This design comes from an exercise in tuning for small area on the open sky130 flow, not from production work.
In this exercise RTL edits were held to simulation tests only and were not proved equivalent to the original.
The flow treats the clock pin as an ideal source, which a real chip does not have.
Power is estimated from default activity; no workload was simulated.

$ cat design/flow/standard.sh
#!/bin/bash
# synth_recipe.tcl (not shown) runs the flow's synth.tcl, then flattens the netlist and writes it again
# the make line also repeats each setting of config.mk as NAME=value (left out here)
make -C /OpenROAD-flow-scripts/flow DESIGN_CONFIG=/design/flow/config.mk WORK_HOME=/design/flow/orfs CLKGATE_MAP_FILE= SYNTH_SCRIPT=/design/flow/synth_recipe.tcl "${@:-finish}"
$ cat design/flow/flow/reopt.ys
# Re-map the combinational logic of the standard synthesis netlist.
# Register and tie cells are kept (keep_hierarchy), so their instance
# names and cell types stay those of the standard synthesis.
read_liberty -ignore_miss_func @LIB@
read_verilog @IN@
hierarchy -check -top Multi_function_clock_top
setattr -mod -set keep_hierarchy 1 sky130_fd_sc_hd__dfxtp_1 sky130_fd_sc_hd__edfxtp_1 sky130_fd_sc_hd__conb_1
tee -o reopt_stat_before.txt stat -liberty @LIB@
flatten
opt -purge
abc -liberty @LIB@ -dont_use sky130_fd_sc_hd__probe_p_8 -dont_use sky130_fd_sc_hd__probec_p_8 -dont_use sky130_fd_sc_hd__lpflow_bleeder_1 -dont_use sky130_fd_sc_hd__lpflow_clkbufkapwr_1 -dont_use sky130_fd_sc_hd__lpflow_clkbufkapwr_16 -dont_use sky130_fd_sc_hd__lpflow_clkbufkapwr_2 -dont_use sky130_fd_sc_hd__lpflow_clkbufkapwr_4 -dont_use sky130_fd_sc_hd__lpflow_clkbufkapwr_8 -dont_use sky130_fd_sc_hd__lpflow_clkinvkapwr_1 -dont_use sky130_fd_sc_hd__lpflow_clkinvkapwr_16 -dont_use sky130_fd_sc_hd__lpflow_clkinvkapwr_2 -dont_use sky130_fd_sc_hd__lpflow_clkinvkapwr_4 -dont_use sky130_fd_sc_hd__lpflow_clkinvkapwr_8 -dont_use sky130_fd_sc_hd__lpflow_decapkapwr_12 -dont_use sky130_fd_sc_hd__lpflow_decapkapwr_3 -dont_use sky130_fd_sc_hd__lpflow_decapkapwr_4 -dont_use sky130_fd_sc_hd__lpflow_decapkapwr_6 -dont_use sky130_fd_sc_hd__lpflow_decapkapwr_8 -dont_use sky130_fd_sc_hd__lpflow_inputiso0n_1 -dont_use sky130_fd_sc_hd__lpflow_inputiso0p_1 -dont_use sky130_fd_sc_hd__lpflow_inputiso1n_1 -dont_use sky130_fd_sc_hd__lpflow_inputiso1p_1 -dont_use sky130_fd_sc_hd__lpflow_inputisolatch_1 -dont_use sky130_fd_sc_hd__lpflow_isobufsrc_1 -dont_use sky130_fd_sc_hd__lpflow_isobufsrc_16 -dont_use sky130_fd_sc_hd__lpflow_isobufsrc_2 -dont_use sky130_fd_sc_hd__lpflow_isobufsrc_4 -dont_use sky130_fd_sc_hd__lpflow_isobufsrc_8 -dont_use sky130_fd_sc_hd__lpflow_isobufsrckapwr_16 -dont_use sky130_fd_sc_hd__lpflow_lsbuf_lh_hl_isowell_tap_1 -dont_use sky130_fd_sc_hd__lpflow_lsbuf_lh_hl_isowell_tap_2 -dont_use sky130_fd_sc_hd__lpflow_lsbuf_lh_hl_isowell_tap_4 -dont_use sky130_fd_sc_hd__lpflow_lsbuf_lh_isowell_4 -dont_use sky130_fd_sc_hd__lpflow_lsbuf_lh_isowell_tap_1 -dont_use sky130_fd_sc_hd__lpflow_lsbuf_lh_isowell_tap_2 -dont_use sky130_fd_sc_hd__lpflow_lsbuf_lh_isowell_tap_4  -script @SCRIPT@
opt_clean -purge
setundef -zero
splitnets
opt_clean -purge
hilomap -singleton -hicell sky130_fd_sc_hd__conb_1 HI -locell sky130_fd_sc_hd__conb_1 LO
opt_clean -purge
tee -o reopt_stat_after.txt stat -liberty @LIB@
rename -hide w:*$func$*
select Multi_function_clock_top
write_verilog -noattr -nohex -nodec -selected @OUT@
$ cat design/flow/config.mk
export PLATFORM = sky130hd
export DESIGN_NAME = Multi_function_clock_top
export DESIGN_NICKNAME = Multi_function_clock_top
export VERILOG_FILES = /design/flow/design.v
export SDC_FILE = /design/flow/constraint.sdc
export NUM_CORES = 4
export LEC_CHECK = 0
export CAP_MARGIN = 20
export CORE_MARGIN = 2
export CORE_UTILIZATION = 70
export SLEW_MARGIN = 20
$ cat design/flow/design.v
`timescale 1ns / 1ps
module mc_btn(
  input clk, rst, en, ph1, ph2, b,
  output pe, pd
);
  reg d, p;
  always @(posedge clk) begin
    if (rst) begin
      d <= 1'b0;
      p <= 1'b0;
    end else if (en) begin
      p <= d;
      d <= b;
    end
  end
  assign pe = ph1 & d & ~p;
  assign pd = ph2 & d & ~p;
endmodule
module mc_btnq(
  input clk, arst, rst, en, ph0, ph1, sel, b,
  output pe
);
  reg d, q;
  always @(posedge clk) begin
    if (rst) d <= 1'b0;
    else if (en) d <= q;
  end
  always @(posedge clk) begin
    if (arst) q <= 1'b0;
    else if (en) q <= d;
    else if (!ph0) begin
      if (sel) q <= b;
      else if (ph1) q <= d;
    end
  end
  assign pe = ph1 & d & ~q;
endmodule
module mc_phase(
  input clk, rst,
  output sec, min_ph
);
  reg [11:0] s;
  wire wrap = (s == 12'b010110101010);
  always @(posedge clk) begin
    if (rst) s <= 12'b000100111011;
    else s <= {s[10:0], s[11] ^ s[0] ^ s[1] ^ s[7]} ^ ({12{wrap}} & 12'b000000000010);
  end
  assign sec = (s == 12'b000101101010);
  assign min_ph = wrap;
endmodule
module Multi_function_clock_top(
  input clk, reset_p, all_rst,
  input [3:0] btn,
  output [3:0] com,
  output [7:0] seg_7,
  output [7:0] LED_bar,
  output Alarm_LED
);
  reg [4:0] dcnt;
  always @(posedge clk) begin
    if (all_rst) dcnt <= 5'd0;
    else dcnt <= dcnt + 5'd1;
  end
  wire en = (dcnt == 5'd31);
  wire ph0 = (dcnt == 5'd0);
  wire ph1 = (dcnt == 5'd1);
  wire ph2 = (dcnt == 5'd2);
  wire mode_btn, mode_btn_d;
  mc_btn b_mode(.clk(clk), .rst(reset_p | all_rst), .en(en), .ph1(ph1), .ph2(ph2), .b(btn[0]), .pe(mode_btn), .pd(mode_btn_d));
  reg [1:0] mode;
  always @(posedge clk) begin
    if (all_rst) mode <= 2'd0;
    else if (mode_btn) mode <= mode[1] ? 2'd0 : mode + 2'd1;
  end
  reg [1:0] led_mode;
  reg [3:1] btn_cook_buf;
  reg reset_watch_buf, reset_stp_buf, reset_cook_buf;
  always @(posedge clk) begin
    if (all_rst) begin
      btn_cook_buf <= 0;
      reset_watch_buf <= 0;
      reset_stp_buf <= 0;
      reset_cook_buf <= 0;
      led_mode <= 2'd3;
    end else begin
      led_mode <= mode;
      case (mode)
        2'd0: begin
          reset_watch_buf <= reset_p;
        end
        2'd1: begin
          reset_stp_buf <= reset_p;
        end
        default: begin
          btn_cook_buf <= btn[3:1];
          reset_cook_buf <= reset_p;
        end
      endcase
    end
  end
  assign LED_bar = {5'b00000, led_mode == 2'd2, led_mode == 2'd1, led_mode == 2'd0};
  wire rst_w = reset_watch_buf | all_rst;
  wire sel_w = (mode == 2'd0);
  wire w_set, w_inchour, w_incmin;
  mc_btnq b_wset(.clk(clk), .arst(all_rst), .rst(rst_w), .en(en), .ph0(ph0), .ph1(ph1), .sel(sel_w), .b(btn[1]), .pe(w_set));
  mc_btnq b_whour(.clk(clk), .arst(all_rst), .rst(rst_w), .en(en), .ph0(ph0), .ph1(ph1), .sel(sel_w), .b(btn[2]), .pe(w_inchour));
  mc_btnq b_wmin(.clk(clk), .arst(all_rst), .rst(rst_w), .en(en), .ph0(ph0), .ph1(ph1), .sel(sel_w), .b(btn[3]), .pe(w_incmin));
  reg set_mode;
  always @(posedge clk) begin
    if (rst_w) set_mode <= 1'b0;
    else if (w_set) set_mode <= ~set_mode;
  end
  wire w_sec, w_min_ph;
  mc_phase w_ph(.clk(clk), .rst(rst_w), .sec(w_sec), .min_ph(w_min_ph));
  reg [5:0] w_s;
  always @(posedge clk) begin
    if (rst_w) w_s <= 6'd0;
    else if (w_sec) w_s <= (w_s == 6'd59) ? 6'd0 : w_s + 6'd1;
  end
  wire clk_min = w_min_ph & (w_s == 6'd0);
  wire upcount_min = set_mode ? w_incmin : clk_min;
  reg [4:0] h_cnt;
  reg h_cp, h_cur, h_old;
  always @(posedge clk) begin
    if (rst_w) begin
      h_cnt <= 5'd0;
      h_cp <= 1'b0;
      h_cur <= 1'b0;
      h_old <= 1'b0;
    end else begin
      if (upcount_min) begin
        if (h_cnt == 5'd29) begin
          h_cnt <= 5'd0;
          h_cp <= ~h_cp;
        end else h_cnt <= h_cnt + 5'd1;
      end
      h_cur <= h_cp;
      h_old <= h_cur;
    end
  end
  wire clk_hour = h_old & ~h_cur;
  wire a_min_inc = set_mode ? w_incmin : clk_min;
  wire a_hour_inc = set_mode ? w_inchour : clk_hour;
  wire b_min_inc = set_mode ? clk_min : w_incmin;
  wire b_hour_inc = set_mode ? clk_hour : w_inchour;
  reg [3:0] a_m1, a_h1, b_m1, b_h1;
  reg [2:0] a_m10, b_m10;
  reg [1:0] a_h10, b_h10;
  always @(posedge clk) begin
    if (rst_w) begin
      a_m1 <= 0; a_m10 <= 0; a_h1 <= 0; a_h10 <= 0;
      b_m1 <= 0; b_m10 <= 0; b_h1 <= 0; b_h10 <= 0;
    end else if (!w_set) begin
      if (a_min_inc) begin
        if (a_m1 == 4'd9) begin
          a_m1 <= 0;
          a_m10 <= (a_m10 == 3'd5) ? 3'd0 : a_m10 + 3'd1;
        end else a_m1 <= a_m1 + 4'd1;
      end
      if (a_hour_inc) begin
        if (a_h10 == 2'd2) begin
          if (a_h1 == 4'd3) begin
            a_h1 <= 0;
            a_h10 <= 0;
          end else a_h1 <= a_h1 + 4'd1;
        end else begin
          if (a_h1 == 4'd9) begin
            a_h1 <= 0;
            a_h10 <= a_h10 + 2'd1;
          end else a_h1 <= a_h1 + 4'd1;
        end
      end
      if (b_min_inc) begin
        if (b_m1 == 4'd9) begin
          b_m1 <= 0;
          b_m10 <= (b_m10 == 3'd5) ? 3'd0 : b_m10 + 3'd1;
        end else b_m1 <= b_m1 + 4'd1;
      end
      if (b_hour_inc) begin
        if (b_h10 == 2'd2) begin
          if (b_h1 == 4'd3) begin
            b_h1 <= 0;
            b_h10 <= 0;
          end else b_h1 <= b_h1 + 4'd1;
        end else begin
          if (b_h1 == 4'd9) begin
            b_h1 <= 0;
            b_h10 <= b_h10 + 2'd1;
          end else b_h1 <= b_h1 + 4'd1;
        end
      end
    end
  end
  wire [15:0] value_watch = {2'b00, a_h10, a_h1, 1'b0, a_m10, a_m1};
  wire rst_s = reset_stp_buf | all_rst;
  wire sel_s = (mode == 2'd1);
  wire s_ss, s_lapb;
  mc_btnq b_sss(.clk(clk), .arst(all_rst), .rst(rst_s), .en(en), .ph0(ph0), .ph1(ph1), .sel(sel_s), .b(btn[1]), .pe(s_ss));
  mc_btnq b_slap(.clk(clk), .arst(all_rst), .rst(rst_s), .en(en), .ph0(ph0), .ph1(ph1), .sel(sel_s), .b(btn[2]), .pe(s_lapb));
  reg s_run, s_lap;
  always @(posedge clk) begin
    if (rst_s) begin
      s_run <= 1'b0;
      s_lap <= 1'b0;
    end else begin
      if (s_ss) s_run <= ~s_run;
      if (s_lapb) s_lap <= ~s_lap;
    end
  end
  reg [1:0] s_us;
  always @(posedge clk) begin
    if (rst_s) s_us <= 2'd0;
    else s_us <= (s_us == 2'd3) ? 2'd2 : s_us + 2'd1;
  end
  wire s_us3 = (s_us == 2'd3);
  wire s_g = s_run & s_us3;
  reg s_mcp, s_mf, s_sp;
  reg [3:0] s_ms0, s_ms1, s_ms2;
  wire s_msec = s_mf & s_us3;
  wire s_wrap = s_msec & (s_ms0 == 4'd9) & (s_ms1 == 4'd9) & (s_ms2 == 4'd9);
  wire s_secp = s_sp & s_us3;
  always @(posedge clk) begin
    if (rst_s) begin
      s_mcp <= 1'b0;
      s_mf <= 1'b0;
      s_sp <= 1'b0;
      s_ms0 <= 0; s_ms1 <= 0; s_ms2 <= 0;
    end else begin
      if (s_g) s_mcp <= ~s_mcp;
      if (s_us3) begin
        s_mf <= s_g & s_mcp;
        s_sp <= s_wrap;
      end
      if (s_msec) begin
        if (s_ms0 == 4'd9) begin
          s_ms0 <= 0;
          if (s_ms1 == 4'd9) begin
            s_ms1 <= 0;
            s_ms2 <= (s_ms2 == 4'd9) ? 4'd0 : s_ms2 + 4'd1;
          end else s_ms1 <= s_ms1 + 4'd1;
        end else s_ms0 <= s_ms0 + 4'd1;
      end
    end
  end
  reg [3:0] s_sec1;
  reg [2:0] s_sec10;
  always @(posedge clk) begin
    if (rst_s) begin
      s_sec1 <= 0;
      s_sec10 <= 0;
    end else if (s_secp) begin
      if (s_sec1 == 4'd9) begin
        s_sec1 <= 0;
        s_sec10 <= (s_sec10 == 3'd5) ? 3'd0 : s_sec10 + 3'd1;
      end else s_sec1 <= s_sec1 + 4'd1;
    end
  end
  wire [14:0] s_live = {s_sec10, s_sec1, s_ms2, s_ms1};
  reg [14:0] s_lapv;
  always @(posedge clk) begin
    if (s_lapb) s_lapv <= s_live;
  end
  wire [15:0] value_stp = {1'b0, s_lap ? s_lapv : s_live};
  wire rst_c = reset_cook_buf | all_rst;
  wire c_start, c_start_d, c_incsec, c_incsec_d, c_incmin, c_incmin_d;
  mc_btn b_cstart(.clk(clk), .rst(rst_c), .en(en), .ph1(ph1), .ph2(ph2), .b(btn_cook_buf[1]), .pe(c_start), .pd(c_start_d));
  mc_btn b_csec(.clk(clk), .rst(rst_c), .en(en), .ph1(ph1), .ph2(ph2), .b(btn_cook_buf[2]), .pe(c_incsec), .pd(c_incsec_d));
  mc_btn b_cmin(.clk(clk), .rst(rst_c), .en(en), .ph1(ph1), .ph2(ph2), .b(btn_cook_buf[3]), .pe(c_incmin), .pd(c_incmin_d));
  wire c_sec, c_min_unused;
  mc_phase c_ph(.clk(clk), .rst(rst_c), .sec(c_sec), .min_ph(c_min_unused));
  reg [3:0] cs_s1, cs_m1, cs_m10;
  reg [2:0] cs_s10;
  reg [3:0] us_s1, us_m1, us_m10;
  reg [2:0] us_s10;
  always @(*) begin
    us_s1 = cs_s1; us_s10 = cs_s10; us_m1 = cs_m1; us_m10 = cs_m10;
    if (c_incsec_d) begin
      if (cs_s1 == 4'd9) begin
        us_s1 = 0;
        us_s10 = (cs_s10 == 3'd5) ? 3'd0 : cs_s10 + 3'd1;
      end else us_s1 = cs_s1 + 4'd1;
    end
    if (c_incmin_d) begin
      if (cs_m1 == 4'd9) begin
        us_m1 = 0;
        us_m10 = (cs_m10 == 4'd9) ? 4'd0 : cs_m10 + 4'd1;
      end else us_m1 = cs_m1 + 4'd1;
    end
  end
  reg [3:0] cd_s1, cd_m1, cd_m10;
  reg [2:0] cd_s10;
  reg c_load_d, c_tick_d, c_dclk_d;
  reg [3:0] cc_s1, cc_m1, cc_m10;
  reg [2:0] cc_s10;
  reg c_dclk;
  always @(*) begin
    cc_s1 = cd_s1; cc_s10 = cd_s10; cc_m1 = cd_m1; cc_m10 = cd_m10;
    c_dclk = 1'b0;
    if (c_load_d) begin
      cc_s1 = cs_s1; cc_s10 = cs_s10;
      c_dclk = c_dclk_d;
    end else if (c_tick_d) begin
      c_dclk = c_dclk_d;
      if (cd_s1 == 4'd0) begin
        cc_s1 = 4'd9;
        if (cd_s10 == 3'd0) begin
          cc_s10 = 3'd5;
          c_dclk = 1'b1;
        end else cc_s10 = cd_s10 - 3'd1;
      end else cc_s1 = cd_s1 - 4'd1;
    end
    if (c_load_d) begin
      cc_m1 = cs_m1; cc_m10 = cs_m10;
    end else if (c_dclk_d) begin
      if (cd_m1 == 4'd0) begin
        cc_m1 = 4'd9;
        cc_m10 = (cd_m10 == 4'd0) ? 4'd9 : cd_m10 - 4'd1;
      end else cc_m1 = cd_m1 - 4'd1;
    end
  end
  reg c_run;
  reg c_acur, c_aold, c_alarm;
  wire c_alarm_start = c_aold & ~c_acur;
  wire c_tick = c_run & c_sec;
  wire c_load = ~c_run & c_start;
  always @(posedge clk) begin
    if (rst_c) begin
      cs_s1 <= 0; cs_s10 <= 0; cs_m1 <= 0; cs_m10 <= 0;
      cd_s1 <= 0; cd_s10 <= 0; cd_m1 <= 0; cd_m10 <= 0;
      c_load_d <= 1'b0;
      c_tick_d <= 1'b0;
      c_dclk_d <= 1'b0;
      c_run <= 1'b0;
      c_acur <= 1'b0;
      c_aold <= 1'b0;
    end else begin
      cs_s1 <= us_s1; cs_s10 <= us_s10; cs_m1 <= us_m1; cs_m10 <= us_m10;
      cd_s1 <= cc_s1; cd_s10 <= cc_s10; cd_m1 <= cc_m1; cd_m10 <= cc_m10;
      c_load_d <= c_load;
      c_tick_d <= c_tick;
      c_dclk_d <= c_dclk;
      if (c_start | c_alarm_start) c_run <= ~c_run;
      c_acur <= |{cd_s1, cd_s10, cd_m1, cd_m10};
      c_aold <= c_acur;
    end
  end
  always @(posedge clk) begin
    if (|{btn_cook_buf, reset_cook_buf, all_rst}) c_alarm <= 1'b0;
    else if (c_alarm_start) c_alarm <= ~c_alarm;
  end
  assign Alarm_LED = c_alarm;
  wire [15:0] value_cook = c_run ? {cd_m10, cd_m1, 1'b0, cd_s10, cd_s1}
                                 : {cs_m10, cs_m1, 1'b0, cs_s10, cs_s1};
  reg [4:0] fcnt;
  always @(posedge clk) begin
    if (reset_p | all_rst) fcnt <= 5'd0;
    else fcnt <= fcnt + 5'd1;
  end
  wire [1:0] digit = fcnt[4:3];
  assign com = ~(4'b0001 << digit);
  wire [15:0] value = mode[1] ? value_cook : mode[0] ? value_stp : value_watch;
  reg [3:0] hex;
  always @(*) begin
    case (digit)
      2'd0: hex = value[3:0];
      2'd1: hex = value[7:4];
      2'd2: hex = value[11:8];
      default: hex = value[15:12];
    endcase
  end
  wire h3 = hex[3], h2 = hex[2], h1 = hex[1], h0 = hex[0];
  wire [7:0] seg;
  assign seg[7] = (~h3 & ~h2 & ~h1 & h0) | (h2 & ~h1 & ~h0);            
  assign seg[6] = h2 & (h1 ^ h0);                                      
  assign seg[5] = ~h2 & h1 & ~h0;                                      
  assign seg[4] = (~h3 & ~h2 & ~h1 & h0) | (h2 & ~h1 & ~h0) | (h2 & h1 & h0);  
  assign seg[3] = h0 | (h2 & ~h1);                                     
  assign seg[2] = ~h3 & ~h2 & (h1 | h0);                              
  assign seg[1] = (~h3 & ~h2 & ~h1) | (h2 & h1 & h0);                  
  assign seg[0] = 1'b1;                                                
  assign seg_7 = seg;
endmodule
$ cat design/flow/constraint.sdc
create_clock -name core_clock -period 10.0 [get_ports {clk}]
set_input_delay 2.0000 -clock core_clock [delete_from_list [all_inputs] [get_ports {clk}]]
set_output_delay 2.0000 -clock core_clock [all_outputs]
set_load 0.01 [all_outputs]
$ cat design/flow/flow/cts_args.txt
-sink_clustering_enable -repair_clock_nets -dont_use_dummy_load -buf_list sky130_fd_sc_hd__clkbuf_8 -root_buf sky130_fd_sc_hd__clkbuf_8
$ cat design/flow/flow/run.sh
#!/bin/bash
# Own layout flow: the standard synthesis, then a stronger ABC pass over the
# combinational logic only (every register cell is kept as is, by name),
# then the standard ORFS steps with smaller port buffers and a clock tree
# without dummy loads. Each tool's output goes to a log file here.
set -euo pipefail
HERE=$(pwd)
R=$HERE/orfs/results/$FLOW_PLATFORM/Multi_function_clock_top/base
LIB=$FLOW_HOME/platforms/sky130hd/lib/sky130_fd_sc_hd__tt_025C_1v80.lib
CTS_OPTS=$(cat flow/cts_args.txt)

bash standard.sh synth > synth.log 2>&1
cp $R/1_2_yosys.v std_1_2_yosys.v

sed -e "s#@LIB@#$LIB#g" -e "s#@IN@#$HERE/std_1_2_yosys.v#g" -e "s#@OUT@#$HERE/reopt_1_2_yosys.v#g" \
    -e "s#@SCRIPT@#$HERE/flow/reopt.abc#g" flow/reopt.ys > reopt_run.ys
yosys -l reopt.log -s reopt_run.ys > /dev/null 2>&1

cp reopt_1_2_yosys.v $R/1_2_yosys.v
rm -f $R/1_synth.odb $R/1_synth.sdc
bash standard.sh finish \
  BUFFER_PORTS_ARGS="-buffer_cell sky130_fd_sc_hd__buf_1" \
  CTS_ARGS="$CTS_OPTS" > flow.log 2>&1
$ cat design/flow/flow/reopt.abc
&get -n
&st
&deepsyn -T 60
&dch -f
&nf -R 1000 -p
&put
==> impl_metrics.csv, run 1 <==
group,metric,value,unit
detailed_routing,first_pass_iters,5,
detailed_routing,vias_per_cell,6.349,
sta,finalCritPeriodShare,49.76,%
final_layout,areaGrowthSynthToFinish,7.636,%
detailed_routing,finalWirelength,15370,um
worst_setup_path,r2r_slack,6.95,ns
placement,post-dp-hpwl,10760,um
worst_setup_path,regToRegEndpoint,"a_h10[0]$_SDFFE_PP0P_",
sta,setup_slack,5.024,ns
run,cap_violations,0,
clock_tree,cts_tree,"yes",
clock_tree,clock_latency,0.44,ns
pwr,p_total,0.001095,W
sta,finalSetupViolCount,0,
worst_setup_path,worstSetupEndpointType,"output pin",
pwr,max-vdd-ir-drop,0.1323,mV
detailed_routing,num_vias,5581,
worst_setup_path,required,8.00,ns
worst_setup_path,start_kind,"register",
sta,worst_pin_slew,1.018,ns
min_path,hold_path.startpoint,"w_ph.s[4]$_SDFF_PP1_",
clock_tree,postCtsSetupBuffers,0,
yosys,ys_warn_count,4,
final_layout,nets,777,
worst_setup_path,worst-setup-path-type,"reg -> out",
placement,io_buffers,21,
clock_tree,cts.sinks,168,
final_layout,ff_latch_area,3513,um2
clock_tree,path_clk_slew,0.09,ns
global_routing,grt_start_max_net_pins,35,
worst_setup_path,worstReg2RegStart,"dcnt[1]$_SDFF_PP0_",
final_layout,finalInstanceArea,7108,um2
yosys,netlist_instances,721,
placement,dpl_cell_area,6874,um2
yosys,syn_area,6604,um2
final_layout,nFillCells,659,
clock_tree,postCtsHoldBufs,0,
min_path,whs_endpoint,"w_ph.s[5]$_SDFF_PP1_",
sta,timing.fmax,200.9,MHz
die,die_area,10230,um2
global_routing,gr-total-overflow,0,
global_routing,grtUsageTotal,31.61,%
clock_tree,clockBufferDepth,2,
worst_setup_path,crit_fanout,10,
final_layout,n_antenna_cell,0,
detailed_routing,drt-wirelength-per-cell,17.48,um
sta,rsz0062_at_grt,"no",
min_path,hold_depth,1,
detailed_routing,drcViolationCount,0,
die,core,9196,um2
sta,finalMaxSlewViolations,0,
clock_tree,cts_buffers,17,
die,floorplan.rows,35,
global_routing,grt_pass1_vias,5279,
placement,routabilityCongestion,0.9135,
sta,clock-skew-final,0.02968,ns
die,die_x,101.1,um
worst_setup_path,cp.arrival,2.98,ns
final_layout,multiInputGateArea,3075,um2
die,fp.dieH,101.1,um
status,outcome,"finished clean",
clock_tree,root_buffer,"clkbuf_8",
detailed_routing,drtIter0Drc,420,
sta,min_period,4.976,ns
min_path,worstHoldPathType,"reg -> reg",
global_routing,antenna_found_initial,0,
global_routing,grt_pass1_wl,25410,um
yosys,avgSynthCellArea,9.159,um2
die,ios,28,
sta,hold_violations,0,
placement,pre_cts_slack,5.506,ns
worst_setup_path,r2r_cells,9,
detailed_routing,ant_nets,0,
sta,finalSetupTns,0,ns
final_layout,layout-drive-gt1-share,2.865,%
pwr,leakage,2.692,nW
clock_tree,cts_resized,0,
clock_tree,cts_htree_levels,4,
pwr,p_per_area,154.1,nW/um2
sta,slew_headroom,31.86,%
die,initial_core_util,71.81,%
-- cell usage in the layout (no fill, tap or decap), types with 21 or more instances in the layout --
master,n
nor3_1,40
a21oi_1,44
nor2_1,97
o21ai_0,48
and2_0,33
dfxtp_1,153
buf_1,21
nand2_1,72
a22o_1,24
-- critical path, cell delays in order, from the launching register on --
cell and delay (ns):
dfxtp_1 0.38, nand2b_1 0.31, nor2b_1 0.48, a222oi_1 0.17, nand2_1 0.10, a21oi_1 0.04, nor3_1 0.43, nor2_1 0.13
o21a_1 0.20, o21bai_1 0.15, buf_1 0.13
-- flip-flops by register name (all words and copies together), names as in the netlist, 5 cells and up --
name	cells
w_s	6
c_ph.s	12
dcnt	5
fcnt	5
s_lapv	15
w_ph.s	12
h_cnt	5
-- per-stage QoR --
step	hold slack (ns)	cells	utilization (%)
4_1_cts	0.4579	879	77.29
5_1_grt	0.4680	879	77.29
6_report	0.4482	879	77.29
3_3_place_gp	0.4151	862	74.75
2_1_floorplan	0.4036	725	-
3_5_place_dp	0.4352	862	74.75
-- per-layer routing --
layer  global-route usage (%)  vias to the layer above  wire, um
met3                    7.246                       34       991
met5                        0                        -         0
met4                    10.91                        0       318
met1                    41.86                     2621      6775
li1                         -                     2710         -
met2                    51.40                      216      7284
-- final cells by class --
type | instances | area share, %
inverters | 8 | 0.4225
flip-flops and latches | 168 | 49.43
repair buffers | 26 | 1.637
multi-input cells | 549 | 43.27
well taps | 111 | 1.954
clock buffers | 17 | 3.292
-- how the worst max path moves through the flow --
stage | start | endpoint | slack (ns)
after floorplan | fcnt[4]$_SDFF_PP0_ | seg_7[4] | 5.79
after global placement | fcnt[4]$_SDFF_PP0_ | seg_7[4] | 5.65
after detailed placement | fcnt[4]$_SDFF_PP0_ | seg_7[4] | 5.51
after CTS | fcnt[3]$_SDFF_PP0_ | seg_7[4] | 5.04
after global routing | mode[1]$_SDFFE_PP0P_ | seg_7[4] | 4.74
final | mode[1]$_SDFFE_PP0P_ | seg_7[4] | 5.02
-- where the power goes --
group	internal, W	total (W)	switching [W]
clock	0.000150	0.000356	0.000206
combinational	0.0000139	0.0000401	0.0000262
sequential	0.000689	0.000699	0.00000981
==> run 2: changes to the inputs <==
--- a/design/flow/design.v
+++ b/design/flow/design.v
@@ -48,6 +48,18 @@
   assign sec = (s == 12'b000101101010);
   assign min_ph = wrap;
 endmodule
+module mc_minute(
+  input clk, rst,
+  output min
+);
+  reg [17:0] s;
+  wire wrap = (s == 18'b001111001101011011);
+  always @(posedge clk) begin
+    if (rst) s <= 18'b000010110111101110;
+    else s <= {s[16:0], s[17] ^ s[10]} ^ ({18{wrap}} & 18'b000000100000000000);
+  end
+  assign min = wrap;
+endmodule
 module Multi_function_clock_top(
   input clk, reset_p, all_rst,
   input [3:0] btn,
@@ -110,14 +122,8 @@
     if (rst_w) set_mode <= 1'b0;
     else if (w_set) set_mode <= ~set_mode;
   end
-  wire w_sec, w_min_ph;
-  mc_phase w_ph(.clk(clk), .rst(rst_w), .sec(w_sec), .min_ph(w_min_ph));
-  reg [5:0] w_s;
-  always @(posedge clk) begin
-    if (rst_w) w_s <= 6'd0;
-    else if (w_sec) w_s <= (w_s == 6'd59) ? 6'd0 : w_s + 6'd1;
-  end
-  wire clk_min = w_min_ph & (w_s == 6'd0);
+  wire clk_min;
+  mc_minute w_min(.clk(clk), .rst(rst_w), .min(clk_min));
   wire upcount_min = set_mode ? w_incmin : clk_min;
   reg [4:0] h_cnt;
   reg h_cp, h_cur, h_old;
@@ -152,38 +158,38 @@
       b_m1 <= 0; b_m10 <= 0; b_h1 <= 0; b_h10 <= 0;
     end else if (!w_set) begin
       if (a_min_inc) begin
-        if (a_m1 == 4'd9) begin
+        if (a_m1[3] & a_m1[0]) begin
           a_m1 <= 0;
-          a_m10 <= (a_m10 == 3'd5) ? 3'd0 : a_m10 + 3'd1;
+          a_m10 <= (a_m10[2] & a_m10[0]) ? 3'd0 : a_m10 + 3'd1;
         end else a_m1 <= a_m1 + 4'd1;
       end
       if (a_hour_inc) begin
-        if (a_h10 == 2'd2) begin
-          if (a_h1 == 4'd3) begin
+        if (a_h10[1]) begin
+          if (a_h1[1] & a_h1[0]) begin
             a_h1 <= 0;
             a_h10 <= 0;
           end else a_h1 <= a_h1 + 4'd1;
         end else begin
-          if (a_h1 == 4'd9) begin
+          if (a_h1[3] & a_h1[0]) begin
             a_h1 <= 0;
             a_h10 <= a_h10 + 2'd1;
           end else a_h1 <= a_h1 + 4'd1;
         end
       end
       if (b_min_inc) begin
-        if (b_m1 == 4'd9) begin
+        if (b_m1[3] & b_m1[0]) begin
           b_m1 <= 0;
-          b_m10 <= (b_m10 == 3'd5) ? 3'd0 : b_m10 + 3'd1;
+          b_m10 <= (b_m10[2] & b_m10[0]) ? 3'd0 : b_m10 + 3'd1;
         end else b_m1 <= b_m1 + 4'd1;
       end
       if (b_hour_inc) begin
-        if (b_h10 == 2'd2) begin
-          if (b_h1 == 4'd3) begin
+        if (b_h10[1]) begin
+          if (b_h1[1] & b_h1[0]) begin
             b_h1 <= 0;
             b_h10 <= 0;
           end else b_h1 <= b_h1 + 4'd1;
         end else begin
-          if (b_h1 == 4'd9) begin
+          if (b_h1[3] & b_h1[0]) begin
             b_h1 <= 0;
             b_h10 <= b_h10 + 2'd1;
           end else b_h1 <= b_h1 + 4'd1;
@@ -217,7 +223,7 @@
   reg s_mcp, s_mf, s_sp;
   reg [3:0] s_ms0, s_ms1, s_ms2;
   wire s_msec = s_mf & s_us3;
-  wire s_wrap = s_msec & (s_ms0 == 4'd9) & (s_ms1 == 4'd9) & (s_ms2 == 4'd9);
+  wire s_wrap = s_msec & (s_ms0[3] & s_ms0[0]) & (s_ms1[3] & s_ms1[0]) & (s_ms2[3] & s_ms2[0]);
   wire s_secp = s_sp & s_us3;
   always @(posedge clk) begin
     if (rst_s) begin
@@ -232,11 +238,11 @@
         s_sp <= s_wrap;
       end
       if (s_msec) begin
-        if (s_ms0 == 4'd9) begin
+        if (s_ms0[3] & s_ms0[0]) begin
           s_ms0 <= 0;
-          if (s_ms1 == 4'd9) begin
+          if (s_ms1[3] & s_ms1[0]) begin
             s_ms1 <= 0;
-            s_ms2 <= (s_ms2 == 4'd9) ? 4'd0 : s_ms2 + 4'd1;
+            s_ms2 <= (s_ms2[3] & s_ms2[0]) ? 4'd0 : s_ms2 + 4'd1;
           end else s_ms1 <= s_ms1 + 4'd1;
         end else s_ms0 <= s_ms0 + 4'd1;
       end
@@ -249,9 +255,9 @@
       s_sec1 <= 0;
       s_sec10 <= 0;
     end else if (s_secp) begin
-      if (s_sec1 == 4'd9) begin
+      if (s_sec1[3] & s_sec1[0]) begin
         s_sec1 <= 0;
-        s_sec10 <= (s_sec10 == 3'd5) ? 3'd0 : s_sec10 + 3'd1;
+        s_sec10 <= (s_sec10[2] & s_sec10[0]) ? 3'd0 : s_sec10 + 3'd1;
       end else s_sec1 <= s_sec1 + 4'd1;
     end
   end
@@ -275,15 +281,15 @@
   always @(*) begin
     us_s1 = cs_s1; us_s10 = cs_s10; us_m1 = cs_m1; us_m10 = cs_m10;
     if (c_incsec_d) begin
-      if (cs_s1 == 4'd9) begin
+      if (cs_s1[3] & cs_s1[0]) begin
         us_s1 = 0;
-        us_s10 = (cs_s10 == 3'd5) ? 3'd0 : cs_s10 + 3'd1;
+        us_s10 = (cs_s10[2] & cs_s10[0]) ? 3'd0 : cs_s10 + 3'd1;
       end else us_s1 = cs_s1 + 4'd1;
     end
     if (c_incmin_d) begin
-      if (cs_m1 == 4'd9) begin
+      if (cs_m1[3] & cs_m1[0]) begin
         us_m1 = 0;
-        us_m10 = (cs_m10 == 4'd9) ? 4'd0 : cs_m10 + 4'd1;
+        us_m10 = (cs_m10[3] & cs_m10[0]) ? 4'd0 : cs_m10 + 4'd1;
       end else us_m1 = cs_m1 + 4'd1;
     end
   end
--- a/design/flow/flow/run.sh
+++ b/design/flow/flow/run.sh
@@ -2,12 +2,14 @@
 # Own layout flow: the standard synthesis, then a stronger ABC pass over the
 # combinational logic only (every register cell is kept as is, by name),
 # then the standard ORFS steps with smaller port buffers and a clock tree
-# without dummy loads. Each tool's output goes to a log file here.
+# without dummy loads whose slow leaf buffers are then upsized. Each tool's
+# output goes to a log file here.
 set -euo pipefail
 HERE=$(pwd)
 R=$HERE/orfs/results/$FLOW_PLATFORM/Multi_function_clock_top/base
 LIB=$FLOW_HOME/platforms/sky130hd/lib/sky130_fd_sc_hd__tt_025C_1v80.lib
 CTS_OPTS=$(cat flow/cts_args.txt)
+export CLK_UPSIZE_PS=110
 
 bash standard.sh synth > synth.log 2>&1
 cp $R/1_2_yosys.v std_1_2_yosys.v
@@ -20,4 +22,5 @@
 rm -f $R/1_synth.odb $R/1_synth.sdc
 bash standard.sh finish \
   BUFFER_PORTS_ARGS="-buffer_cell sky130_fd_sc_hd__buf_1" \
-  CTS_ARGS="$CTS_OPTS" > flow.log 2>&1
+  CTS_ARGS="$CTS_OPTS" \
+  POST_CTS_TCL="$HERE/flow/post_cts.tcl" > flow.log 2>&1
==> design/flow/flow/cts_args.txt (replaced) <==
-sink_clustering_enable -repair_clock_nets -dont_use_dummy_load -buf_list sky130_fd_sc_hd__clkbuf_4 -root_buf sky130_fd_sc_hd__clkbuf_8
==> design/flow/flow/post_cts.tcl (new file) <==
# Upsize the clock tree's leaf buffers whose flip-flop clock pins would see
# a slow slew (the clock tree is built with small buffers).
estimate_parasitics -placement
set upsized 0
foreach inst [[ord::get_db_block] getInsts] {
  if {[[$inst getMaster] getName] ne "sky130_fd_sc_hd__clkbuf_4"} { continue }
  if {![string match "clkbuf_*" [$inst getName]]} { continue }
  set onet [[$inst findITerm X] getNet]
  set worst 0
  foreach it [$onet getITerms] {
    if {[$it isOutputSignal]} { continue }
    set pin [get_pins -quiet [$it getName]]
    if {$pin eq ""} { continue }
    foreach edge {rise fall} {
      set ps [expr {[sta::time_ui_sta [get_property $pin slew_max_$edge]] * 1e12}]
      if {$ps > $worst} { set worst $ps }
    }
  }
  if {$worst > $::env(CLK_UPSIZE_PS)} {
    replace_cell [$inst getName] sky130_fd_sc_hd__clkbuf_8
    incr upsized
  }
}
puts "post_cts: upsized $upsized clock buffers"
estimate_parasitics -placement
detailed_placement
check_placement -verbose
==> run 2 against run 1 <==
Area after synthesis down 2.6%. Clock power down 14%. Register-to-register slack worse by 0.03 ns. Still clean. Global-route usage down 0.54 points.
==> impl_metrics.csv, run 2 <==
group,metric,value,unit
global_routing,gr-total-overflow,0,
placement,routabilityCongestion,0.9040,
final_layout,top_register,"w_min.s",
final_layout,layout-drive-gt1-share,2.985,%
yosys,avgSynthCellArea,9.309,um2
pwr,p_per_area,157.2,nW/um2
sta,clock-skew-final,0.03696,ns
run,cap_violations,0,
final_layout,n_antenna_cell,0,
worst_setup_path,crit_top_cell,"nor2_1",
clock_tree,cts_tree,"yes",
worst_setup_path,worst-setup-path-type,"reg -> out",
worst_setup_path,required,8.00,ns
worst_setup_path,path_buf_inv,1,
sta,min_period,5.123,ns
worst_setup_path,cp.arrival,3.12,ns
pwr,leakage,2.538,nW
global_routing,grt_pass1_wl,24460,um
detailed_routing,num_vias,5399,
final_layout,top_regs,"w_min.s (18), s_lapv (15), c_ph.s (12)",
final_layout,final_cell_mix,"dfxtp_1, nor2_1, nand2_1, a21oi_1",
final_layout,largest_reg_flops,18,
die,die_area,9972,um2
detailed_routing,drtIter0Drc,450,
global_routing,grt_pass1_vias,5099,
final_layout,fin_util,78.03,%
sta,worst_pin_slew,0.9665,ns
die,die_x,99.86,um
sta,hold_violations,0,
die,core,8806,um2
sta,rsz0062_at_grt,"no",
detailed_routing,drcViolationCount,0,
die,initial_core_util,73.05,%
final_layout,areaGrowthSynthToFinish,6.827,%
global_routing,grt_start_max_net_pins,39,
yosys,netlist_instances,691,
worst_setup_path,start_kind,"register",
sta,timing.fmax,195.2,MHz
worst_setup_path,worstSetupEndpointType,"output pin",
global_routing,grtUsageTotal,31.07,%
worst_setup_path,crit_fanout,11,
placement,io_buffers,21,
detailed_routing,drt-wirelength-per-cell,17.55,um
clock_tree,path_clk_slew,0.10,ns
detailed_routing,finalWirelength,14830,um
sta,finalCritPeriodShare,51.23,%
sta,finalMaxSlewViolations,0,
yosys,ys_warn_count,5,
sta,finalSetupViolCount,0,
worst_setup_path,worst_path_max_delay_cell,"nor2_1",
die,ios,28,
worst_setup_path,path_cells,"nand2b_1 -> nor2_1 -> a222oi_1 -> nand4_1 -> nand2_1 -> nor3_1 -> nor2b_1 -> nor2_1 -> a21oi_1 -> o21bai_1 -> buf_1",
min_path,worstHoldPathType,"reg -> reg",
placement,post-dp-hpwl,10730,um
final_layout,nets,746,
final_layout,layout_commonest_cell,"dfxtp_1",
clock_tree,cts.sinks,168,
detailed_routing,ant_nets,0,
yosys,syn_area,6432,um2
status,outcome,"finished clean",
sta,finalSetupTns,0,ns
worst_setup_path,slowest_delay,0.53,ns
clock_tree,clock_latency,0.42,ns
sta,slew_headroom,35.33,%
global_routing,antenna_found_initial,0,
worst_setup_path,crit_family,"simple AND/OR/NAND/NOR gates",
detailed_routing,first_pass_iters,5,
detailed_routing,vias_per_cell,6.389,
pwr,max-vdd-ir-drop,0.09510,mV
die,floorplan.rows,34,
die,fp.dieH,99.86,um
## run 2: cell count changes in the layout (fill, tap and decap cells not counted), moves of 6 or more
cell      previous run  this run
o21ai_0             48        32
a21oi_1             44        52
clkbuf_8            17         8
clkbuf_4             0         9
nor2_1              97        91
nor3_1              40        32
## run 2: final cells by class
class	instances	area [um2]
fill	635	1934
sequential	168	3513
inverter	8	30.03
clock buffer	17	177.7
timing repair buffer	25	108.9
tap	108	135.1
multi-input combinational	519	2907
## run 2: worst paths after layout
kind	startpoint	endpoint	slack, ns	cells past startpoint
max	mode[1]$_SDFFE_PP0P_	seg_7[4]	4.88	11
min	w_min.s[2]$_SDFF_PP1_	w_min.s[3]$_SDFF_PP1_	0.45	1
max reg2reg	dcnt[1]$_SDFF_PP0_	a_m10[2]$_SDFFE_PP0P_	6.92	8
min reg2reg	w_min.s[2]$_SDFF_PP1_	w_min.s[3]$_SDFF_PP1_	0.45	1
## run 2: stage by stage
stage               power (W)  setup WS [ns]  cells  area (um2)  hold WS, ns
global route         0.001124          4.584    845        6872       0.4567
detailed placement  0.0007872          5.427    828        6694       0.4286
floorplan           0.0007642          5.891    695        6447       0.4005
global placement    0.0007826          5.541    828        6691       0.4126
finish               0.001080          4.877    845        6872       0.4471
## run 2: metal layers
metal	GRT usage (%)	up-vias	part of all wire, %
met5	0	-	0
met1	41.26	2569	45
li1	-	2595	-
met4	11.17	0	2.4
met2	50.73	201	47
met3	6.476	34	5.6
## run 2: power breakdown
group / internal (W) / leakage [nW] / switching (W)
combinational: 0.0000215 / 1.08 / 0.0000356
clock: 0.000113 / 0.0989 / 0.000194
sequential: 0.000697 / 1.36 / 0.0000192
==> run 3: changes to the inputs <==
--- a/design/flow/flow/run.sh
+++ b/design/flow/flow/run.sh
@@ -9,14 +9,30 @@
 R=$HERE/orfs/results/$FLOW_PLATFORM/Multi_function_clock_top/base
 LIB=$FLOW_HOME/platforms/sky130hd/lib/sky130_fd_sc_hd__tt_025C_1v80.lib
 CTS_OPTS=$(cat flow/cts_args.txt)
-export CLK_UPSIZE_PS=110
+export CLK_UPSIZE_PS=105
 
 bash standard.sh synth > synth.log 2>&1
 cp $R/1_2_yosys.v std_1_2_yosys.v
 
-sed -e "s#@LIB@#$LIB#g" -e "s#@IN@#$HERE/std_1_2_yosys.v#g" -e "s#@OUT@#$HERE/reopt_1_2_yosys.v#g" \
-    -e "s#@SCRIPT@#$HERE/flow/reopt.abc#g" flow/reopt.ys > reopt_run.ys
-yosys -l reopt.log -s reopt_run.ys > /dev/null 2>&1
+# The ABC pass is run with a few random seeds in parallel; the smallest
+# result is kept.
+for seed in 0 7 13 29; do
+  sed -e "s#@SEED@#$seed#g" flow/reopt.abc > reopt_$seed.abc
+  sed -e "s#@LIB@#$LIB#g" -e "s#@IN@#$HERE/std_1_2_yosys.v#g" -e "s#@OUT@#$HERE/reopt_$seed.v#g" \
+      -e "s#@SCRIPT@#$HERE/reopt_$seed.abc#g" -e "s#@STAT@#reopt_stat_$seed#g" flow/reopt.ys > reopt_$seed.ys
+  yosys -l reopt_$seed.log -s reopt_$seed.ys > /dev/null 2>&1 &
+done
+wait
+best=""
+for seed in 0 7 13 29; do
+  a=$(awk '/Chip area for top module/ {print $NF}' reopt_stat_${seed}_after.txt 2>/dev/null || true)
+  nff=$(grep -c 'dfxtp_1 ' reopt_$seed.v 2>/dev/null || true)
+  echo "seed $seed area $a flip-flops $nff (standard: $(grep -c 'dfxtp_1 ' std_1_2_yosys.v))" >> reopt_choice.txt
+  if [[ -z "$a" || "$nff" != "$(grep -c 'dfxtp_1 ' std_1_2_yosys.v)" ]]; then continue; fi
+  if [[ -z "$best" ]] || awk -v a="$a" -v b="$barea" 'BEGIN {exit !(a < b)}'; then best=$seed; barea=$a; fi
+done
+echo "chosen seed $best" >> reopt_choice.txt
+if [[ -n "$best" ]]; then cp reopt_$best.v reopt_1_2_yosys.v; else cp std_1_2_yosys.v reopt_1_2_yosys.v; fi
 
 cp reopt_1_2_yosys.v $R/1_2_yosys.v
 rm -f $R/1_synth.odb $R/1_synth.sdc
==> design/flow/flow/reopt.abc (replaced) <==
&get -n
&st
&deepsyn -T 60 -S @SEED@
&dch -f
&nf -R 1000 -p
&put
--- a/design/flow/flow/reopt.ys
+++ b/design/flow/flow/reopt.ys
@@ -5,7 +5,7 @@
 read_verilog @IN@
 hierarchy -check -top Multi_function_clock_top
 setattr -mod -set keep_hierarchy 1 sky130_fd_sc_hd__dfxtp_1 sky130_fd_sc_hd__edfxtp_1 sky130_fd_sc_hd__conb_1
-tee -o reopt_stat_before.txt stat -liberty @LIB@
+tee -o @STAT@_before.txt stat -liberty @LIB@
 flatten
 opt -purge
 abc -liberty @LIB@ -dont_use sky130_fd_sc_hd__probe_p_8 -dont_use sky130_fd_sc_hd__probec_p_8 -dont_use sky130_fd_sc_hd__lpflow_bleeder_1 -dont_use sky130_fd_sc_hd__lpflow_clkbufkapwr_1 -dont_use sky130_fd_sc_hd__lpflow_clkbufkapwr_16 -dont_use sky130_fd_sc_hd__lpflow_clkbufkapwr_2 -dont_use sky130_fd_sc_hd__lpflow_clkbufkapwr_4 -dont_use sky130_fd_sc_hd__lpflow_clkbufkapwr_8 -dont_use sky130_fd_sc_hd__lpflow_clkinvkapwr_1 -dont_use sky130_fd_sc_hd__lpflow_clkinvkapwr_16 -dont_use sky130_fd_sc_hd__lpflow_clkinvkapwr_2 -dont_use sky130_fd_sc_hd__lpflow_clkinvkapwr_4 -dont_use sky130_fd_sc_hd__lpflow_clkinvkapwr_8 -dont_use sky130_fd_sc_hd__lpflow_decapkapwr_12 -dont_use sky130_fd_sc_hd__lpflow_decapkapwr_3 -dont_use sky130_fd_sc_hd__lpflow_decapkapwr_4 -dont_use sky130_fd_sc_hd__lpflow_decapkapwr_6 -dont_use sky130_fd_sc_hd__lpflow_decapkapwr_8 -dont_use sky130_fd_sc_hd__lpflow_inputiso0n_1 -dont_use sky130_fd_sc_hd__lpflow_inputiso0p_1 -dont_use sky130_fd_sc_hd__lpflow_inputiso1n_1 -dont_use sky130_fd_sc_hd__lpflow_inputiso1p_1 -dont_use sky130_fd_sc_hd__lpflow_inputisolatch_1 -dont_use sky130_fd_sc_hd__lpflow_isobufsrc_1 -dont_use sky130_fd_sc_hd__lpflow_isobufsrc_16 -dont_use sky130_fd_sc_hd__lpflow_isobufsrc_2 -dont_use sky130_fd_sc_hd__lpflow_isobufsrc_4 -dont_use sky130_fd_sc_hd__lpflow_isobufsrc_8 -dont_use sky130_fd_sc_hd__lpflow_isobufsrckapwr_16 -dont_use sky130_fd_sc_hd__lpflow_lsbuf_lh_hl_isowell_tap_1 -dont_use sky130_fd_sc_hd__lpflow_lsbuf_lh_hl_isowell_tap_2 -dont_use sky130_fd_sc_hd__lpflow_lsbuf_lh_hl_isowell_tap_4 -dont_use sky130_fd_sc_hd__lpflow_lsbuf_lh_isowell_4 -dont_use sky130_fd_sc_hd__lpflow_lsbuf_lh_isowell_tap_1 -dont_use sky130_fd_sc_hd__lpflow_lsbuf_lh_isowell_tap_2 -dont_use sky130_fd_sc_hd__lpflow_lsbuf_lh_isowell_tap_4  -script @SCRIPT@
@@ -15,7 +15,7 @@
 opt_clean -purge
 hilomap -singleton -hicell sky130_fd_sc_hd__conb_1 HI -locell sky130_fd_sc_hd__conb_1 LO
 opt_clean -purge
-tee -o reopt_stat_after.txt stat -liberty @LIB@
+tee -o @STAT@_after.txt stat -liberty @LIB@
 rename -hide w:*$func$*
 select Multi_function_clock_top
 write_verilog -noattr -nohex -nodec -selected @OUT@
==> run 3 against run 2 <==
Register-to-register slack gained 0.07 ns. Sequential cell count is the same. Fmax shrank 6.0%. Largest power group unchanged. Still clean on timing, DRC and antenna. Worst hold slack gained 0.00050 ns. Via count grew 0.15%. Area after synthesis shrank 0.39%. Global-route usage shrank 0.23 points. Core utilization shrank 0.33 points. Clock power grew 5%. Critical path depth shrank 2. Synthesized cell count shrank 2.3%.
==> impl_metrics.csv, run 3 <==
group,metric,value,unit
sta,slew_headroom,32.72,%
final_layout,layout-drive-gt1-share,2.778,%
detailed_routing,drtIter0Drc,467,
die,die_area,9935,um2
sta,min_period,5.450,ns
detailed_routing,vias_per_cell,6.530,
global_routing,grt_pass1_wl,24440,um
worst_setup_path,worstReg2RegStart,"dcnt[2]$_SDFF_PP0_",
worst_setup_path,worst-setup-path-type,"reg -> out",
worst_setup_path,crit_start,"mode[1]$_SDFFE_PP0P_",
sta,clock-skew-final,0.02949,ns
worst_setup_path,required,8.00,ns
die,floorplan.rows,34,
global_routing,gr-total-overflow,0,
die,initial_core_util,72.76,%
detailed_routing,drt-wirelength-per-cell,17.80,um
die,ios,28,
clock_tree,cts.sinks,168,
die,core,8806,um2
worst_setup_path,start_kind,"register",
sta,finalSetupViolCount,0,
worst_setup_path,path_cells,"nand2b_1 -> nor2b_1 -> a221oi_1 -> o32ai_1 -> nand2_1 -> o311ai_0 -> a21boi_0 -> nand2b_1 -> buf_1",
worst_setup_path,cp.arrival,3.45,ns
clock_tree,cts_tree,"yes",
run,cap_violations,0,
worst_setup_path,worstSetupEndpointType,"output pin",
global_routing,grtUsageTotal,30.84,%
yosys,ys_warn_count,5,
clock_tree,path_clk_slew,0.10,ns
detailed_routing,ant_nets,0,
final_layout,areaGrowthSynthToFinish,6.796,%
worst_setup_path,slowest_delay,0.76,ns
worst_setup_path,crit_top_cell,"nand2b_1",
sta,rsz0062_at_grt,"no",
final_layout,layout_commonest_cell,"dfxtp_1",
global_routing,antenna_found_initial,0,
min_path,worstHoldPathType,"reg -> reg",
die,fp.dieH,99.68,um
pwr,max-vdd-ir-drop,0.1355,mV
min_path,hold_depth,1,
detailed_routing,first_pass_iters,6,
min_path,hold_path.startpoint,"w_min.s[5]$_SDFF_PP1_",
sta,finalSetupTns,0,ns
detailed_routing,finalWirelength,14740,um
worst_setup_path,r2r_cells,9,
worst_setup_path,regToRegEndpoint,"a_h1[2]$_SDFFE_PP0P_",
final_layout,top_regs,"w_min.s (18), s_lapv (15), c_ph.s (12)",
yosys,avgSynthCellArea,9.492,um2
final_layout,n_antenna_cell,0,
placement,post-dp-hpwl,10420,um
global_routing,grt_start_max_net_pins,39,
worst_setup_path,r2r_slack,6.99,ns
final_layout,multiInputGateArea,2868,um2
final_layout,nFillCells,622,
sta,hold_violations,0,
yosys,syn_area,6407,um2
placement,io_buffers,21,
final_layout,final_cell_mix,"dfxtp_1, nor2_1, a21oi_1, nand2_1, o21ai_0",
worst_setup_path,worst_path_max_delay_cell,"nor2b_1",
worst_setup_path,path_buf_inv,1,
placement,routabilityCongestion,0.9172,
detailed_routing,num_vias,5407,
final_layout,nets,729,
clock_tree,clock_latency,0.43,ns
pwr,leakage,2.607,nW
final_layout,largest_reg_flops,18,
sta,finalCritPeriodShare,54.50,%
final_layout,ff_latch_area,3513,um2
sta,finalMaxSlewViolations,0,
global_routing,grt_pass1_vias,5108,
die,die_x,99.68,um
pwr,p_per_area,159.3,nW/um2
pwr,p_total,0.001090,W
sta,timing.fmax,183.5,MHz
worst_setup_path,crit_fanout,13,
min_path,whs_endpoint,"w_min.s[6]$_SDFF_PP1_",
worst_setup_path,crit_family,"simple AND/OR/NAND/NOR gates",
status,outcome,"finished clean",
final_layout,top_register,"w_min.s",
sta,worst_pin_slew,1.005,ns
yosys,netlist_instances,675,
detailed_routing,drcViolationCount,0,
run 3: layout make-up:
cell class	count	share of cell area, %
inverters	11	0.6034
clock buffers	17	2.688
well taps	108	1.975
multi-input cells	500	41.91
repair buffers	24	1.481
flip-flops and latches	168	51.34
run 3: power breakdown:
part	total, W	switching, W	internal, W
registers	0.000719	0.0000211	0.000698
clock network	0.000322	0.000204	0.000118
logic	0.0000489	0.0000304	0.0000185
total	0.00109	0.000256	0.000834
run 3: routing by layer:
layer	up-vias	part of all wire, %	global-route usage [%]
li1	2537	-	-
met2	221	48	51.61
met4	0	1.6	8.746
met5	-	0	0
met3	31	7.0	5.762
met1	2618	43	41.20
run 3: per-stage QoR:
step	hold WS [ns]	instance area (um2)	util (%)	worst slack [ns]	cells
after global placement	0.4101	6659	75.62	5.327	811
after detailed placement	0.4255	6659	75.62	5.179	811
final	0.4476	6843	77.71	4.550	828
after floorplan	0.4005	6422	-	5.637	679
after global routing	0.4477	6843	77.71	4.392	828
run 3: worst max-delay path by stage:
| stage | to | slack [ns] | cells after the start |
|---|---|---|---|
| after floorplan | seg_7[4] | 5.64 | 8 |
| after global placement | seg_7[4] | 5.33 | 9 |
| after detailed placement | seg_7[4] | 5.18 | 9 |
| after global routing | seg_7[4] | 4.39 | 9 |
| final | seg_7[4] | 4.55 | 9 |
run 3: worst reg2reg max path: cells and delay by family, from the launching register on:
| family | cells | cell delay, ns |
|---|---|---|
| AO/OA/AOI/OAI | 1 | 0.24 |
| multiplexers | 1 | 0.34 |
| flip-flops | 1 | 0.33 |
| AND/OR/NAND/NOR | 7 | 1.97 |
==> run 4: changes to the inputs <==
--- a/design/flow/design.v
+++ b/design/flow/design.v
@@ -71,12 +71,12 @@
   reg [4:0] dcnt;
   always @(posedge clk) begin
     if (all_rst) dcnt <= 5'd0;
-    else dcnt <= dcnt + 5'd1;
+    else dcnt <= {dcnt[3:0], dcnt[4] ^ dcnt[2] ^ (dcnt[3:0] == 4'd0)};
   end
-  wire en = (dcnt == 5'd31);
-  wire ph0 = (dcnt == 5'd0);
-  wire ph1 = (dcnt == 5'd1);
-  wire ph2 = (dcnt == 5'd2);
+  wire en = (dcnt == 5'b10000);
+  wire ph0 = (dcnt == 5'b00000);
+  wire ph1 = (dcnt == 5'b00001);
+  wire ph2 = (dcnt == 5'b00010);
   wire mode_btn, mode_btn_d;
   mc_btn b_mode(.clk(clk), .rst(reset_p | all_rst), .en(en), .ph1(ph1), .ph2(ph2), .b(btn[0]), .pe(mode_btn), .pd(mode_btn_d));
   reg [1:0] mode;
@@ -295,7 +295,9 @@
   end
   reg [3:0] cd_s1, cd_m1, cd_m10;
   reg [2:0] cd_s10;
-  reg c_load_d, c_tick_d, c_dclk_d;
+  reg c_run;
+  wire c_load_d = c_start_d & c_run;
+  reg c_tick_d, c_dclk_d;
   reg [3:0] cc_s1, cc_m1, cc_m10;
   reg [2:0] cc_s10;
   reg c_dclk;
@@ -324,16 +326,13 @@
       end else cc_m1 = cd_m1 - 4'd1;
     end
   end
-  reg c_run;
   reg c_acur, c_aold, c_alarm;
   wire c_alarm_start = c_aold & ~c_acur;
   wire c_tick = c_run & c_sec;
-  wire c_load = ~c_run & c_start;
   always @(posedge clk) begin
     if (rst_c) begin
       cs_s1 <= 0; cs_s10 <= 0; cs_m1 <= 0; cs_m10 <= 0;
       cd_s1 <= 0; cd_s10 <= 0; cd_m1 <= 0; cd_m10 <= 0;
-      c_load_d <= 1'b0;
       c_tick_d <= 1'b0;
       c_dclk_d <= 1'b0;
       c_run <= 1'b0;
@@ -342,7 +341,6 @@
     end else begin
       cs_s1 <= us_s1; cs_s10 <= us_s10; cs_m1 <= us_m1; cs_m10 <= us_m10;
       cd_s1 <= cc_s1; cd_s10 <= cc_s10; cd_m1 <= cc_m1; cd_m10 <= cc_m10;
-      c_load_d <= c_load;
       c_tick_d <= c_tick;
       c_dclk_d <= c_dclk;
       if (c_start | c_alarm_start) c_run <= ~c_run;
@@ -357,12 +355,17 @@
   assign Alarm_LED = c_alarm;
   wire [15:0] value_cook = c_run ? {cd_m10, cd_m1, 1'b0, cd_s10, cd_s1}
                                  : {cs_m10, cs_m1, 1'b0, cs_s10, cs_s1};
-  reg [4:0] fcnt;
+  reg [2:0] fdiv;
+  reg [1:0] digit;
   always @(posedge clk) begin
-    if (reset_p | all_rst) fcnt <= 5'd0;
-    else fcnt <= fcnt + 5'd1;
+    if (reset_p | all_rst) begin
+      fdiv <= 3'd0;
+      digit <= 2'd0;
+    end else begin
+      fdiv <= {fdiv[1:0], fdiv[2] ^ fdiv[1] ^ (fdiv[1:0] == 2'd0)};
+      if (fdiv == 3'b100) digit <= digit + 2'd1;
+    end
   end
-  wire [1:0] digit = fcnt[4:3];
   assign com = ~(4'b0001 << digit);
   wire [15:0] value = mode[1] ? value_cook : mode[0] ? value_stp : value_watch;
   reg [3:0] hex;
--- a/design/flow/flow/run.sh
+++ b/design/flow/flow/run.sh
@@ -16,15 +16,17 @@
 
 # The ABC pass is run with a few random seeds in parallel; the smallest
 # result is kept.
-for seed in 0 7 13 29; do
-  sed -e "s#@SEED@#$seed#g" flow/reopt.abc > reopt_$seed.abc
-  sed -e "s#@LIB@#$LIB#g" -e "s#@IN@#$HERE/std_1_2_yosys.v#g" -e "s#@OUT@#$HERE/reopt_$seed.v#g" \
-      -e "s#@SCRIPT@#$HERE/reopt_$seed.abc#g" -e "s#@STAT@#reopt_stat_$seed#g" flow/reopt.ys > reopt_$seed.ys
-  yosys -l reopt_$seed.log -s reopt_$seed.ys > /dev/null 2>&1 &
+for batch in "0 7 13 29" "1 2 3 4"; do
+  for seed in $batch; do
+    sed -e "s#@SEED@#$seed#g" flow/reopt.abc > reopt_$seed.abc
+    sed -e "s#@LIB@#$LIB#g" -e "s#@IN@#$HERE/std_1_2_yosys.v#g" -e "s#@OUT@#$HERE/reopt_$seed.v#g" \
+        -e "s#@SCRIPT@#$HERE/reopt_$seed.abc#g" -e "s#@STAT@#reopt_stat_$seed#g" flow/reopt.ys > reopt_$seed.ys
+    yosys -l reopt_$seed.log -s reopt_$seed.ys > /dev/null 2>&1 &
+  done
+  wait
 done
-wait
 best=""
-for seed in 0 7 13 29; do
+for seed in 0 7 13 29 1 2 3 4; do
   a=$(awk '/Chip area for top module/ {print $NF}' reopt_stat_${seed}_after.txt 2>/dev/null || true)
   nff=$(grep -c 'dfxtp_1 ' reopt_$seed.v 2>/dev/null || true)
   echo "seed $seed area $a flip-flops $nff (standard: $(grep -c 'dfxtp_1 ' std_1_2_yosys.v))" >> reopt_choice.txt
==> design/flow/flow/reopt.abc (replaced) <==
&get -n
&st
&deepsyn -T 40 -S @SEED@
&dch -f
&nf -R 1000 -p
&put
--- a/design/flow/config.mk
+++ b/design/flow/config.mk
@@ -8,4 +8,5 @@
 export CAP_MARGIN = 20
 export CORE_MARGIN = 2
 export CORE_UTILIZATION = 70
+export GPL_TIMING_DRIVEN = 0
 export SLEW_MARGIN = 20
==> run 4 against run 3 <==
Still clean. Synthesized cell count increased by 0.44%. Non-clock buffer count decreased by 3. Sequential power increased by 0.6%. Sequential share of layout area about the same. Critical path depth increased by 1. Die area decreased by 0.40%. Critical path type unchanged. Largest cell class unchanged. Highest routed layer unchanged.
==> impl_metrics.csv, run 4 <==
group,metric,value,unit
status,outcome,"finished clean",
sta,timing.fmax,179.7,MHz
pwr,comb_power_share,5.7,%
die,initial_core_util,72.82,%
detailed_routing,num_vias,5252,
yosys,netlist_instances,678,
die,floorplan.rows,34,
final_layout,largest_reg_flops,18,
min_path,hold_path.startpoint,"w_min.s[12]$_SDFF_PP0_",
global_routing,grt_start_max_net_pins,38,
worst_setup_path,path_cells,"nand2b_1 -> nor2_1 -> a22oi_1 -> a31oi_1 -> nor4_1 -> and2_0 -> clkinv_1 -> a21boi_0 -> nand2b_1 -> buf_1",
final_layout,layout_commonest_cell,"dfxtp_1",
pwr,switching_power,0.0002603,W
die,core,8763,um2
pwr,p_total,0.001106,W
pwr,p_per_area,162.5,nW/um2
final_layout,nets,729,
sta,finalCritPeriodShare,55.64,%
sta,min_period,5.564,ns
worst_setup_path,worstSetupEndpointType,"output pin",
detailed_routing,first_pass_iters,6,
die,ios,28,
min_path,whs_endpoint,"w_min.s[13]$_SDFF_PP1_",
die,die_x,99.48,um
sta,finalSetupViolCount,0,
global_routing,gr-total-overflow,0,
final_layout,fin_util,77.64,%
detailed_routing,finalWirelength,14470,um
clock_tree,path_clk_slew,0.09,ns
sta,finalMaxSlewViolations,0,
placement,io_buffers,21,
pwr,p_int,0.0008453,W
min_path,worstHoldPathType,"reg -> reg",
sta,slew_headroom,29.27,%
detailed_routing,wl_met1,6165,um
final_layout,areaGrowthSynthToFinish,6.628,%
final_layout,layout-drive-gt1-share,2.639,%
final_layout,nFillCells,621,
worst_setup_path,crit_top_cell,"nand2b_1",
sta,worst_pin_slew,1.057,ns
final_layout,n_antenna_cell,0,
worst_setup_path,worstReg2RegStart,"dcnt[2]$_SDFF_PP0_",
detailed_routing,drt-wirelength-per-cell,17.47,um
worst_setup_path,required,8.00,ns
detailed_routing,met2_length,6852,um
sta,rsz0062_at_grt,"no",
detailed_routing,drcViolationCount,0,
final_layout,final_cell_mix,"dfxtp_1, nor2_1, nand2_1, a21oi_1, and2_0",
placement,post-dp-hpwl,10070,um
detailed_routing,ant_nets,0,
detailed_routing,highest-signal-layer,"met4",
clock_tree,cts.sinks,167,
yosys,syn_area,6381,um2
yosys,avgSynthCellArea,9.412,um2
pwr,seqPwrFrac,65.4,%
sta,hold_violations,0,
global_routing,antenna_found_initial,0,
global_routing,grtUsageTotal,31.03,%
global_routing,grt_pass1_vias,5180,
die,die_area,9895,um2
clock_tree,cts_tree,"yes",
worst_setup_path,slowest_delay,0.68,ns
sta,clock-skew-final,0.02818,ns
worst_setup_path,cp.arrival,3.56,ns
worst_setup_path,crit_fanout,10,
clock_tree,clock_latency,0.43,ns
worst_setup_path,r2r_cells,7,
detailed_routing,wl_met3,994,um
worst_setup_path,regToRegEndpoint,"c_dclk_d$_SDFFE_PP0P_",
die,fp.dieH,99.48,um
worst_setup_path,worst-setup-path-type,"reg -> out",
pwr,swShare,23.54,%
worst_setup_path,r2r_slack,6.58,ns
yosys,ys_warn_count,5,
final_layout,top_regs,"w_min.s (18), s_lapv (15), c_ph.s (12)",
worst_setup_path,worst_path_max_delay_cell,"nor4_1",
detailed_routing,vias_per_cell,6.343,
sta,finalSetupTns,0,ns
global_routing,grt_pass1_wl,24280,um
pwr,leakage,2.525,nW
final_layout,top_register,"w_min.s",
placement,routabilityCongestion,0.8670,
pwr,clkPwrFrac,28.9,%
detailed_routing,drtIter0Drc,425,
pwr,max-vdd-ir-drop,0.1039,mV
min_path,hold_depth,1,
run,cap_violations,0,
worst_setup_path,start_kind,"register",
[run 4: area by class of cell]
cell class              count  area, um2  area share, %
inverters                  10      37.54         0.5517
flip-flops and latches    167       3493          51.34
repair buffers             21      80.08          1.177
clock buffers              17      190.2          2.795
well taps                 108      135.1          1.986
multi-input cells         505       2868          42.15
[run 4: how the worst max path moves through the flow]
stage	startpoint	end	slack, ns	depth (start not counted)
2_1_floorplan	mode[1]$_SDFFE_PP0P_	seg_7[4]	5.37	10
3_3_place_gp	all_rst	c_dclk_d$_SDFFE_PP0P_	4.53	6
3_5_place_dp	mode[1]$_SDFFE_PP0P_	seg_7[4]	4.97	10
5_1_grt	mode[1]$_SDFFE_PP0P_	seg_7[4]	4.18	11
6_report	mode[1]$_SDFFE_PP0P_	seg_7[4]	4.44	10
[run 4: metrics by stage]
step	setup WS (ns)	instances	cell area, um2	hold WS (ns)
2_1_floorplan	5.367	682	6396	0.4005
3_3_place_gp	4.531	811	6610	0.4156
3_5_place_dp	4.971	811	6611	0.4245
5_1_grt	4.180	828	6804	0.4684
6_report	4.436	828	6804	0.4416
[run 4: routing by layer]
layer	vias up	GRT usage, %
met5	-	0
met4	0	15.07
li1	2513	-
met2	249	51.87
met3	47	6.535
met1	2443	38.35
[run 4: power by group through the flow]
stage	logic, W	registers, W	clock network [W]
3_5_place_dp	0.0000621	0.000738	0
5_1_grt	0.0000715	0.000726	0.000345
3_3_place_gp	0.0000580	0.000736	0
2_1_floorplan	0.0000460	0.000730	0
6_report	0.0000635	0.000723	0.000319
[run 4: critical path: cells and delay by family, from the launching register on]
kind / cells / cell delay, ns
AOI/OAI and AO/OA: 3 / 0.67
buffers and inverters: 2 / 0.23
DFF: 1 / 0.47
and+or+nand+nor: 5 / 1.77

-- static timing again, ports no longer ideal --
Ports are ideal in the flow. The routed layouts listed here were re-timed in OpenROAD.
Step 1: set_driving_cell puts a clkbuf_16 on clk and a buf_2 on each other input, an assumption about the parent block.
Step 2, shift: input delay + t, output delay - t, t = (earliest + latest rising clock arrival at the registers) / 2. This alone moves slack from input paths to output paths.
a / b / c = ideal ports / drivers / drivers and shift; a / b = the first two.
run	shift t [ns]	setup slack, ns	slew at the worst register clock pin (ns)	worst slew at a driven data input, ns	cell pins on the clock port's net
run 1	0.464	5.024 / 4.988 / 5.452	0.09 / 0.09	0.03	1
run 2	0.441	4.877 / 4.841 / 5.282	0.11 / 0.11	0.03	1
run 3	0.452	4.550 / 4.515 / 4.966	0.11 / 0.11	0.03	1
run 4	0.453	4.436 / 4.401 / 4.853	0.10 / 0.10	0.03	1
After both steps setup and hold are still met in every run listed.
